Background: an optimization exercise with open tools, aiming at small area, a short achievable clock period and few clock cycles. Do not read the settings as production practice.
No run shown here included a check of the RTL's function; only the layout flow was run.

## flow/design.v (module list and top-level ports; edited modules follow where they fit)
// module MyDesign: 1947 lines
module MyDesign (
  input  wire        dut_run,
  output reg         dut_busy,
  input  wire        reset_b,
  input  wire        clk,
  output wire        input_sram_write_enable,
  output wire [11:0] input_sram_write_addresss,
  output wire [15:0] input_sram_write_data,
  output reg  [11:0] input_sram_read_address,
  input  wire [15:0] input_sram_read_data,
  output reg         output_sram_write_enable,
  output reg  [11:0] output_sram_write_addresss,
  output reg  [15:0] output_sram_write_data,
  output wire [11:0] output_sram_read_address,
  input  wire [15:0] output_sram_read_data,
  output wire        scratchpad_sram_write_enable,
  output wire [11:0] scratchpad_sram_write_addresss,
  output wire [15:0] scratchpad_sram_write_data,
  output wire [11:0] scratchpad_sram_read_address,
  input  wire [15:0] scratchpad_sram_read_data,
  output wire        weights_sram_write_enable,
  output wire [11:0] weights_sram_write_addresss,
  output wire [15:0] weights_sram_write_data,
  output wire [11:0] weights_sram_read_address,
  input  wire [15:0] weights_sram_read_data
);
  // ...
==> flow/run.sh <==
#!/bin/bash
# synth_recipe.tcl (not shown) runs the flow's synth.tcl, then flattens the netlist and writes it again
# the make line also repeats each setting of config.mk as NAME=value (left out here)
make -C /OpenROAD-flow-scripts/flow DESIGN_CONFIG=/design/flow/config.mk WORK_HOME=/design/flow/orfs CLKGATE_MAP_FILE= SYNTH_SCRIPT=/design/flow/synth_recipe.tcl finish
==> flow/config.mk <==
export PLATFORM = sky130hd
export DESIGN_NAME = MyDesign
export DESIGN_NICKNAME = MyDesign
export VERILOG_FILES = /design/flow/design.v
export SDC_FILE = /design/flow/constraint.sdc
export NUM_CORES = 4
export LEC_CHECK = 0
export CAP_MARGIN = 20
export CORE_MARGIN = 2
export CORE_UTILIZATION = 40
export PLACE_DENSITY = 0.6
export SETUP_SLACK_MARGIN = 4.5
export SLEW_MARGIN = 20
==> flow/constraint.sdc <==
create_clock -name core_clock -period 8.5 [get_ports {clk}]
set_input_delay 1.7000 -clock core_clock [delete_from_list [all_inputs] [get_ports {clk}]]
set_output_delay 1.7000 -clock core_clock [all_outputs]
set_load 0.01 [all_outputs]
==> run summary, run 1 <==
The run finished with no timing, DRC or antenna violations. In the final routed layout, each cell accounts on average for 20.26 um. The initialized floorplan defines between 100 and 150 standard-cell rows. In this run the worst setup path begins at k3[1].

Max-cap violations in this run came to 0. The tightest slew margin relative to the limit is 0.1645. The later pin in the worst-skew pair is clocked with a latency of 0.65 ns. The gate count of the mapped netlist came out at between 2000 and 3000.

From left edge to right edge, the die measures 292.8 um. For met3 alone, demand over resource in global routing was 0.02716. After detailed routing, no signal wire sits above met4. The wire length after detailed routing came out at 81650 um.

The critical-path cell with the highest stage delay is fa_2. Summed over all nets, the half-perimeter wirelength after detailed placement is 64210 um. The delay of the slowest critical-path stage came out at 0.64 ns.

At the end of the flow, the number of nets in the layout was 3433. The number of global-route vias before repair was about 21000. The library cell used most frequently in the layout, excluding fill and tap cells, is inv_1. TritonCTS built the clock tree. The worst register-to-register path begins at k3[1].

The worst setup path is launched from a flip-flop. The count of input and output buffers is 77. The first detailed-routing pass took 6 iterations.

The remaining global-route overflow came out at 0. The total clock sinks came out at 530. For this run, asynchronously set or reset flops after synthesis account for 0.03396. The count of placed standard cells in the final layout, fillers left out is 4030.

The number of enable flip-flop cells after synthesis came out at 164. In this run the worst path has a maximum fanout of 3. The number of setup buffers added after CTS came out at 15. The antenna diode instance count came out at 1.
==> run 2, diff against run 1 <==
--- a/flow/config.mk
+++ b/flow/config.mk
@@ -11,3 +11,3 @@
 export PLACE_DENSITY = 0.6
-export SETUP_SLACK_MARGIN = 4.5
+export SETUP_SLACK_MARGIN = 5.0
 export SLEW_MARGIN = 20
==> run summary, run 2 <==
The count of hold-fix buffers inserted at cts is 0 (unchanged). The die extent in y came out at 292.8 um (unchanged). Unrepaired setup endpoints after global routing: yes (unchanged). The startpoint type of the worst setup path is a flip-flop (unchanged). The accumulated negative setup slack came out at 0 ns (unchanged). The die footprint came out at 85700 um^2 (unchanged).

The number of global-route vias before repair came out at 22680 (was 20640). The total of fill cells in the finished design was 7289 (was 7648).

Status: timing/DRC/antenna clean (unchanged). The most used standard cell by instance count after synthesis is inv_1 (unchanged).

The wire length after detailed routing is 89870 um (was 81650 um). The insertion delay to the later sink of the worst-skew pair was 0.64 ns (was 0.65 ns). The met1 usage is 0.2697 (was 0.2600). Commonest cells in the synthesized netlist: inv_1 (367), fa_1 (362), dfxtp_1 (348), a22oi_1 (260), xor2_1 (238) (unchanged). The xor/xnor cell area share of the yosys netlist came out at 0.09874 (unchanged). The kind of end point of the critical path is a flip-flop (unchanged). The compound-gate portion of the synthesized area came to 0.1001 (unchanged). The overall track demand over capacity in global routing came out at 0.2070 (was 0.1912). The total CTS buffers is 54 (was 52).

The final core area utilization is 0.4734 (was 0.4451). The minimum clock period after layout is 3.891 ns (was 4.037 ns). The worst path required time is 9.05 ns (was 8.99 ns).

The total number of nets in the final design is 3615 (was 3433). The number of H-tree levels was 2 (unchanged).

The fraction of registers with async set or reset after synthesis was 0.03396 (unchanged). The wire length of the first global-routing pass came out at 135800 um (was 125300 um). The multiplexer share of the synthesized area is 0.03958 (unchanged). The detailed-route wire length per cell is 21.33 um (was 20.26 um). The via count normalized by instance count came to 5.152 (was 5.009). The worst hold slack after final layout came to 0.3141 ns (was 0.3031 ns).

The library cell used as clock root buffer was clkbuf_16 (unchanged). The total number of placement rows is 105 (unchanged). The most frequently used flop master after synthesis is dfxtp_1 (unchanged).

The share of the clock period used by the worst path after layout is 0.4578 (was 0.4749). The layer carrying the most global-route usage is met2 (unchanged).

The number of max-capacitance violations reported came out at 0 (unchanged). The gate count of the mapped netlist is 2930 (unchanged). The met2 track utilization from global routing came to 0.3553 (was 0.3212). The number of design-rule violations left by the first detailed-router iteration is 1526 (was 1405). The horizontal die dimension is 292.8 um (unchanged). The area growth from synthesis to layout came to 16.94% (was 9.927%). The number of DRC violations after detailed routing was 0 (unchanged). The worst-case clock buffer depth is 3 (unchanged). The post-detailed-placement half-perimeter wirelength came out at 67060 um (was 64210 um). The simple-gate portion of the synthesized area is 0.04772 (unchanged).

The final weighted congestion of routability-driven global placement is 0.9417 (was 0.8891). The number of iterations in the first detailed-routing pass came out at 5 (was 6). The share of cells above drive strength 1 came to 0.2249 (was 0.1017). Most used cells in the layout excluding fill and tap cells: inv_1 (347), dfxtp_1 (310), fa_1 (262) (was inv_1 (364), fa_1 (349), dfxtp_1 (344)).

The overall via count from detail_route is 21710 (was 20190). The total number of yosys warnings is 1 (unchanged). The fraction of the mapped netlist area in adder cells is 0.2507 (unchanged).

The clock edge transition at the registers on the reported setup and hold paths came out at 0.06 ns (was 0.07 ns). The pin count of the biggest net entering global routing is 26 (unchanged). The hold violation count in the final report was 0 (unchanged). The number of slew-limit violations in the final report came out at 0 (unchanged). Largest regs: xs0: 24 flops, xs1: 24 flops, xs2: 24 flops (unchanged). The data arrival time of the worst path was 4.44 ns (was 4.53 ns). The TritonCTS clock tree was done (unchanged). The critical path start-end classification is flip-flop to flip-flop (unchanged).

The summed instance area of the synthesized netlist is 33350 um^2 (unchanged). The library cell occupying the most area in the post-synthesis netlist is fa_1 (unchanged).

The maximum net fanout on the critical path is 4 (was 3). The number of antenna-violating nets in the routed design was 0 (unchanged). The worst hold-check path type is flip-flop to flip-flop (unchanged). The count of boundary I/O pins was 232 (unchanged). The tightest slew margin relative to the limit came out at 0.1885 (was 0.1645).

The count of input and output buffers came out at 77 (unchanged). The final count of negative-setup-slack endpoints is 0 (unchanged). The synthesized area per cell came out at 11.38 um^2 (unchanged).

The met3 usage in global routing is 0.02830 (was 0.02716). The post-synthesis sequential area ratio is 0.3701 (unchanged). The peak clock frequency supported by timing is 0.2570 GHz (was 0.2477 GHz). The post-synthesis register bit count came out at 530 (unchanged). The largest family of logic cells by synthesized area is adder cells (unchanged).

The area of the core came to 82370 um^2 (unchanged). The initial antenna violation count is 3 (unchanged). The portion of synthesized cell area occupied by the leading cell type is 0.2173 (unchanged). The effective utilization at floorplan came out at 0.4049 (unchanged).

The actual transition at the worst max-transition pin came to 1.205 ns (was 1.245 ns). The setup clock skew after layout was 0.04334 ns (was 0.05902 ns). The number of distinct library cells after synthesis is 79 (unchanged).

The commonest non-fill, non-tap cell in the layout is inv_1 (unchanged). The number of enable flip-flop cells after synthesis came to 164 (unchanged). The remaining global-route overflow came out at 0 (unchanged). Leading post-synthesis cells by cell area: fa_1 (22%), dfxtp_1 (21%), edfxtp_1 (15%) (unchanged).

The total clock sinks is 530 (unchanged).
-- run 2: repair_timing --
| action | 4_1_cts | 5_1_grt |
|---|---|---|
| endpoints found under the setup margin | 82 | 67 |
| pin swaps | 107 | 101 |
| setup buffers | 165 | 66 |
| gates resized for setup | 163 | 123 |
-- run 2: final cells by class --
cell class                 instances  area [um^2]  share of cell area
antenna                            1        2.502          0.00006417
clock buffer                      72         1585             0.04065
clock inverter                    30        310.3            0.007957
inverter                         367         1378             0.03532
multi-input combinational       1821        19230              0.4932
sequential                       530        12410              0.3181
tap                             1070         1339             0.03433
timing repair buffer             323         2745             0.07039
-- run 2: stage by stage --
step	cell area (um^2)	std cells	setup slack [ns]
floorplan	34000	3051	4.822
global placement	34400	3878	3.780
detailed placement	34400	3878	3.779
CTS	38060	4145	4.624
global route	39000	4213	4.522
finish	39000	4214	4.609
-- run 2: logic make-up (layout without fill, tap and decap cells) --
group	Yosys count	in the layout
buffers and inverters	700	792
DFF	530	530
AOI/OAI and AO/OA	464	464
adders and majority gates	451	451
xor gates and xnor gates	376	376
and+or+nand+nor	314	314
muxes	94	94
other	1	123
-- run 2: worst paths after layout --
path                         start        to  slack (ns)  cells after the start
max                          k3[0]  cs1_1[9]        4.61                     11
min reg2reg                sr3[14]   sr4[14]        0.31                      0
max reg2reg                  k3[0]  cs1_1[9]        4.61                     11
min                        sr3[14]   sr4[14]        0.31                      0
min in group asynchronous  reset_b     sl[2]        1.31                      1
max in group asynchronous  reset_b       a_n        6.77                      2
-- run 2: per-layer routing --
layer / vias up / routed length (um)
li1: 9718 / -
met1: 11010 / 37400
met2: 813 / 44660
met3: 175 / 4886
met4: 0 / 2924
met5: - / 0
-- run 2: critical path, stage by stage, from the launching register on --
cell and delay (ns):
edfxtp_1 0.51, o21ai_4 0.24, xor2_4 0.20, fa_2 0.46
inv_2 0.07, fa_1 0.41, inv_1 0.08, fa_2 0.48
fa_2 0.36, fa_2 0.54, fa_1 0.41, inv_1 0.06

-- separate check: timing with driven ports --
The flow's constraints put no driver on any port. The routed layouts listed below were extracted and timed again, unchanged, in two steps. Step 1: set_driving_cell puts a clkbuf_16 on clk and a buf_2 on each other input, an assumption about the parent block. Step 2, shift: input delay + t, output delay - t, t = (earliest + latest rising clock arrival at the registers) / 2. This alone moves slack from input paths to output paths. Three values: no drivers, after step 1, after step 2; two values: the first two.
run	t, ns	slack for setup (ns)	cell pins on the clock port's net
run 1	0.685	4.463 / 4.463 / 4.433	1
run 2	0.686	4.609 / 4.609 / 4.525	1
After both steps every run listed still meets setup and hold. For run 2, which loses most, drivers alone change the setup slack by 0.000 ns; drivers and shift together by -0.084 ns.
